From an optimization exercise on the open Yosys and OpenROAD flow, aimed at small area, a short achievable clock period and few clock cycles per item; shortcuts taken in it are not production practice.
Function was checked by simulation only, so behaviour that the tests miss may differ from the original.
No activity file was given, so power comes from the tool's default toggle rates.

### flow/flow/run.sh
#!/bin/bash
# Standard layout, with plain buffers (instead of the default delay buffers) on the ports
# and the given repair targets.
set -euo pipefail
export BUFFER_PORTS_ARGS="-buffer_cell sky130_fd_sc_hd__buf_1"
bash standard.sh SETUP_SLACK_MARGIN=7.0 finish > standard_flow.log 2>&1
### flow/standard.sh
#!/bin/bash
# synth_recipe.tcl (not shown) runs the flow's synth.tcl, then flattens the netlist and writes it again
# the make line also repeats each setting of config.mk as NAME=value (left out here)
make -C /OpenROAD-flow-scripts/flow DESIGN_CONFIG=/design/flow/config.mk WORK_HOME=/design/flow/orfs CLKGATE_MAP_FILE= SYNTH_SCRIPT=/design/flow/synth_recipe.tcl "${@:-finish}"
### flow/config.mk
export PLATFORM = sky130hd
export DESIGN_NAME = Cache
export DESIGN_NICKNAME = Cache
export VERILOG_FILES = /design/flow/design.v
export SDC_FILE = /design/flow/constraint.sdc
export NUM_CORES = 4
export LEC_CHECK = 0
export CAP_MARGIN = 20
export CORE_MARGIN = 2
export CORE_UTILIZATION = 45
export CTS_CLUSTER_DIAMETER = 100
export CTS_CLUSTER_SIZE = 33
export SLEW_MARGIN = 20
export TNS_END_PERCENT = 0
### flow/constraint.sdc
create_clock -name core_clock -period 10.0 [get_ports {clk}]
set_input_delay 2.0000 -clock core_clock [delete_from_list [all_inputs] [get_ports {clk}]]
set_output_delay 2.0000 -clock core_clock [all_outputs]
set_load 0.01 [all_outputs]
### flow/design.v
`timescale 100ps / 100ps
`default_nettype none
module BESDPB #(
    parameter DATA_FILE = "",
    parameter ADDRESS_BITWIDTH = 16,
    parameter DATA_BITWIDTH = 32,
    parameter COLUMN_BITWIDTH = 8,
    parameter COLUMN_COUNT = DATA_BITWIDTH / COLUMN_BITWIDTH
) (
    input wire clk,
    input wire [COLUMN_COUNT-1:0] write_enable,
    input wire [ADDRESS_BITWIDTH-1:0] address,
    output wire [DATA_BITWIDTH-1:0] data_out,
    input wire [DATA_BITWIDTH-1:0] data_in
);
  reg [DATA_BITWIDTH-1:0] data[2**ADDRESS_BITWIDTH-1:0];
  assign data_out = data[address];
  always @(posedge clk) begin
    for (int i = 0; i < COLUMN_COUNT; i++) begin
      if (write_enable[i]) begin
        data[address][(i+1)*COLUMN_BITWIDTH-1-:COLUMN_BITWIDTH] <= data_in[(i+1)*COLUMN_BITWIDTH-1-:COLUMN_BITWIDTH];
      end
    end
  end
endmodule
`default_nettype wire
`default_nettype none
module Cache (
    input wire clk,
    input wire rst_n,
    input wire enable,
    input wire [31:0] address,
    output wire [31:0] data_out,
    output reg data_out_ready,
    input wire [31:0] data_in,
    input wire [3:0] write_enable,
    output reg busy,
    output reg br_cmd,
    output reg br_cmd_en,
    output wire [20:0] br_addr,
    output wire [63:0] br_wr_data,
    output wire [7:0] br_data_mask,
    input wire [63:0] br_rd_data,
    input wire br_rd_data_valid
);
  localparam COMMAND_DELAY_INTERVAL = 4'd12;
  reg [63:0] s0, s1, s2, s3;   
  reg [3:0] ph;   
  reg par;   
  reg sig;   
  reg [15:0] tag;   
  reg valid;   
  reg dirty;   
  reg fill;   
  reg ack;   
  reg [7:0] wsel;   
  reg [3:0] cmd_cnt;   
  reg cmd_wait;   
  reg eq;   
  reg live;   
  wire [15:0] a_tag = address[20:5];
  wire [1:0] a_beat = address[4:3];
  wire is_wr = |write_enable;
  wire req = enable && !ack;
  wire tag_eq = tag == a_tag;
  wire [3:0] ph1 = {ph[2:0], ph[3]};   
  wire [3:0] ph2 = {ph[1:0], ph[3:2]};   
  wire par1 = fill ? sig : par ^ ph[3];
  wire par2 = fill ? sig ^ ph[2] : par ^ ph[3] ^ ph[2];
  wire beat_ok = is_wr ? ph2[a_beat] : ph1[a_beat] && par1 == address[2];
  wire next_ok = !fill || br_rd_data_valid;
  wire last_beat = fill && br_rd_data_valid && ph[2];
  wire [63:0] rd_in = sig ? {br_rd_data[31:0], br_rd_data[63:32]} : br_rd_data;
  wire [63:0] ring_in = fill ? rd_in : {s0[31:0], s0[63:32]};
  wire [63:0] s3_d;
  generate
    for (genvar b = 0; b < 8; b++) begin : merge
      assign s3_d[b*8+:8] = wsel[b] ? data_in[(b%4)*8+:8] : ring_in[b*8+:8];
    end
  endgenerate
  wire can_cmd = req && !fill && !br_cmd_en && !cmd_wait;
  wire tag_ld = can_cmd && !(valid && dirty);
  wire rd_go = tag_ld && !(valid && tag_eq);
  wire wb_go = can_cmd && valid && dirty && !tag_eq && ph[3] && par;
  wire rd_cmd = br_cmd_en && !br_cmd;   
  wire wb_cmd = br_cmd_en && br_cmd;   
  wire ack_d = req && live && eq && (valid || fill) && next_ok && beat_ok;
  always_ff @(posedge clk) begin
    s0 <= s1;
    s1 <= s2;
    s2 <= s3;
    s3 <= s3_d;
    br_cmd <= wb_go;
    if (tag_ld) tag <= a_tag;
    eq <= tag_eq;
    if (br_cmd_en) cmd_cnt <= COMMAND_DELAY_INTERVAL;
    else if (cmd_wait) cmd_cnt <= cmd_cnt - 4'd1;
    if (rd_cmd) sig <= is_wr || address[2];
    if (fill) par <= sig;
    else if (ph[3]) par <= !par;
    if (rd_cmd) ph <= 4'b1000;
    else if (next_ok) ph <= ph1;
    data_out_ready <= ack_d && !is_wr;
    busy <= !(ack_d && is_wr);
    for (int b = 0; b < 8; b++)
      wsel[b] <= ack_d && write_enable[b%4] && (address[2] ^ par2) == (b / 4);
  end
  always_ff @(posedge clk, negedge rst_n) begin
    if (!rst_n) begin
      valid <= 0;
      dirty <= 0;
      fill <= 0;
      ack <= 0;
      live <= 0;
      br_cmd_en <= 0;
      cmd_wait <= 0;
    end else begin
      br_cmd_en <= wb_go || rd_go;
      if (br_cmd_en) cmd_wait <= 1;
      else if (cmd_wait) cmd_wait <= cmd_cnt != 4'd1;
      if (wb_cmd) dirty <= 0;
      if (ack && is_wr) dirty <= 1;
      if (rd_cmd) fill <= 1;
      if (last_beat) begin
        fill <= 0;
        valid <= 1;
      end
      ack <= ack_d;
      live <= req && !ack_d;
    end
  end
  assign data_out = s3[31:0];
  assign br_addr = {tag, 5'b0};
  assign br_wr_data = s3;
  assign br_data_mask = 8'b0;
endmodule
`default_nettype wire
==> notes.md <==
[sequential cells by signal, summed over array words and instances (netlist names), 4 cells and up]
| register | flops |
|---|---|
| s3 | 64 |
| s0 | 64 |
| cmd_cnt | 4 |
| wsel | 8 |
| tag | 16 |
| ph | 4 |
| s2 | 64 |
| s1 | 64 |
[cell type report]
type | count | area [um^2]
Tap cell | 270 | 338
Clock buffer | 15 | 333
Timing Repair Buffer | 243 | 937
Inverter | 4 | 17.5
Multi-Input combinational cell | 425 | 2490
Clock inverter | 2 | 38.8
Fill cell | 1873 | 9700
Sequential cell | 301 | 6250
[cells by family after synthesis]
family,Yosys count,synth area share [%]
flip-flops,301,68.1
other,1,0.0409
multiplexers,70,7.91
XOR/XNOR,21,2.01
AND/OR/NAND/NOR,177,8.22
adder cells (fa/ha/maj),2,0.273
buffers and inverters,82,5.38
AO/OA/AOI/OAI,142,8.11
[cell usage after synthesis, drive strengths merged, types with 2 or more instances]
cell type | n | area [um^2]
dfxtp | 276 | 5530
nor2 | 73 | 274
nand2 | 70 | 263
mux2i | 68 | 681
a21oi | 67 | 335
o21ai | 67 | 347
buf | 62 | 418
xnor2 | 19 | 166
edfxtp | 18 | 541
clkbuf | 16 | 60.1
and3 | 10 | 62.6
dfrtp | 7 | 175
nand2b | 6 | 37.5
inv | 4 | 15.0
nand4 | 4 | 25.0
nor4 | 3 | 18.8
a21o | 2 | 15.0
ha | 2 | 25.0
mux4 | 2 | 45.0
nand3 | 2 | 10.0
nor2b | 2 | 12.5
nor3 | 2 | 10.0
xor2 | 2 | 17.5
[routing by layer]
metal	wire [um]	GRT usage [%]	part of all wire, %	up-vias
li1	-	-	-	2976
met1	8340	21.8	48	2579
met2	7880	25.8	46	132
met3	752	2.61	4.4	18
met4	283	2.96	1.6	0
met5	0	0	0	-
[power groups by stage]
stage	Combinational, uW	Clock [uW]	Sequential (uW)
floorplan	449	0	2010
global placement	640	0	2010
detailed placement	641	0	2030
CTS	650	628	2000
global route	724	667	2050
finish	639	606	1990
[metrics by stage]
stage	utilization, %	power (uW)
3_3_place_gp	49.7	2650
6_report	51.8	3240
5_1_grt	51.8	3450
3_5_place_dp	49.7	2670
4_1_cts	51.6	3280
2_1_floorplan	-	2460
[worst paths after layout]
| kind | start | to | depth (start not counted) | slack, ps |
|---|---|---|---|---|
| min | s1[30] | s0[30] | 0 | 300 |
| min reg2reg | s1[30] | s0[30] | 0 | 300 |
| max in group asynchronous | rst_n | br_cmd_en | 1 | 8340 |
| max | tag[2] | br_addr[7] | 1 | 6920 |
| max reg2reg | fill | ph[3] | 4 | 7550 |
| min in group asynchronous | rst_n | ack | 1 | 1370 |
[what timing repair did]
action | CTS | global route
resized for setup | 3 | 4
hold endpoints to repair | 0 | 0
setup endpoints to repair | 115 | 126
buffers inserted | 1 | 2
==> summary.md <==
| Metric | Value |
|---|---|
| Post-Syn Area | `9170 um^2` |
| Sw Ratio | `30.1%` |
| DRC violations left | `0` |
| Synthesized instance count | `796` |
| Num CTS Buffers | `13` |
| Final setup TNS | `0 ps` |
| CP endpoint kind | `primary output` |
| Drt first-iter violations | `185` |
| Power Dens Cells | `311 nW/um^2` |
| Avg WL per Cell | `13.7 um` |
| Comb pwr share | `19.8%` |
| Crit-path slowest cell | `edfxtp_1` |
| Io pins | `265` |
| Critical path required time | `8000 ps` |
| Fin nets | `1126` |
| All-Layer GR Usage | `15.6%` |
| Fin area | `10400 um^2` |
| # H-tree levels | `1` |
| CORE AREA | `20100 um^2` |
| Worst IR Drop VDD | `0.206 mV` |
| Clock tree from TritonCTS | `built` |
| Global-route wire length before repair | `27300 um` |
| Startpoint Class | `flip-flop` |
| Final period utilization | `30.8%` |
| Clock sink count | `301` |
| Ys async rst share | `2.33%` |
| Pre-CTS setup slack | `6550 ps` |
| Setup slack after layout | `6920 ps` |
| Drt pass-1 iters | `4` |
| Synth-to-layout area growth | `13.5%` |
| Pleak | `0.00418 uW` |
| Worst hold slack | `298 ps` |
| Critical path's top delay family | `flip-flops` |
| Max Slew Vio Count | `0` |
| Number of synthesis warnings | `1` |
| Vias | `5705` |
| Most frequent cells in the layout | `272 x dfxtp_1, 236 x buf_1, 73 x nor2_1` |
| Clock skew | `42.2 ps` |
| P_sw | `973 uW` |
| FP Rows | `52` |
| Crit-path max FO | `2` |
| Placed Instances | `1240` |
| RePlAce Congestion | `0.765` |
| Die area | `21500 um^2` |
| Most common cell after layout, fill and taps aside | `dfxtp_1` |
| Vias in the first global route | `5421` |
| Worst slew pin tran | `798 ps` |
| Max frequency | `325 MHz` |
| Min Tclk post-route | `3080 ps` |
| HPWL Detailed | `12000 um` |
| CP max stage delay | `440 ps` |
| Root buf cell | `clkbuf_16` |
| Port buffer count | `238` |
| EDFF count, synth | `18` |
| Chip width | `147 um` |
| Remaining antenna violation count | `0` |
| # hold bufs at CTS | `0` |
| DIE HEIGHT | `147 um` |
| Clk pwr share | `18.7%` |
| Status | `finished clean` |
| Final instance count without filler cells | `1260` |
| Worst Hold Class | `flip-flop to flip-flop` |
| Placed cell areas | `10000 um^2` |
| Largest net degree at the start of global routing | `71` |
| Starting Density | `45.6%` |
| Crit path DAT | `1080 ps` |
| Clk slew on worst S/H paths | `120 ps` |
| Synth cell types | `40` |
| Buffer and inverter count on the worst path | `1` |
| RSZ-0062 raised after global routing | `yes` |
| Diode count | `0` |
| Seq/Total Area, Yosys | `68.1%` |
| Share of cells above drive strength 1 | `3.54%` |
| Synth Register Bits | `301` |
| Via density | `4.53` |
| Total Routed Length | `17300 um` |
| Reg power frac | `61.5%` |
| Clock latency on the worst-skew pair | `490 ps` |
| Clock Path Buffers | `3` |
| Initial antenna violation count | `0` |
| # setup viols final | `0` |
| Maxcap violations | `0` |
| Remaining Overflow, GRT | `0` |
| Main flop type after synthesis | `dfxtp_1` |
| Syn Area/Cell | `11.5 um^2` |
| Power Internal | `2260 uW` |
| Setup CP Type | `flip-flop to primary output` |
| Worst slew margin | `46.8%` |
| CP cell instances | `clkbuf_2` |
| Hold Vio Cnt, Final | `0` |
Testbench counts, summed over its fixed seeds: cycles 250,373, transactions 16,000.

==> afterwards: timing with drivers on the ports <==
How much do the figures lean on ideal ports? The routed layout below was timed once more, with nothing changed but the port constraints. Step 1 assumes that a clkbuf_16 drives the clock port and a buf_2 every other input. Step 2 moves the port delays by t, midway between the first and last clock arrival at a register: inputs arrive t later, outputs are due t later. That takes back most of the time a late clock gives input paths. Slacks: ideal ports / drivers / drivers and shift; pairs: ideal ports / drivers.
shift t [ns]: 0.515
setup WS [ns]: 6.920 / 6.878 / 6.547
worst hold slack (ns): 0.298 / 0.298 / 0.298
latest minus earliest clock arrival (ns): 0.049 / 0.048
After both steps setup and hold are still met in this run. For this run, drivers alone change the setup slack by -0.042 ns; drivers and shift together by -0.373 ns.
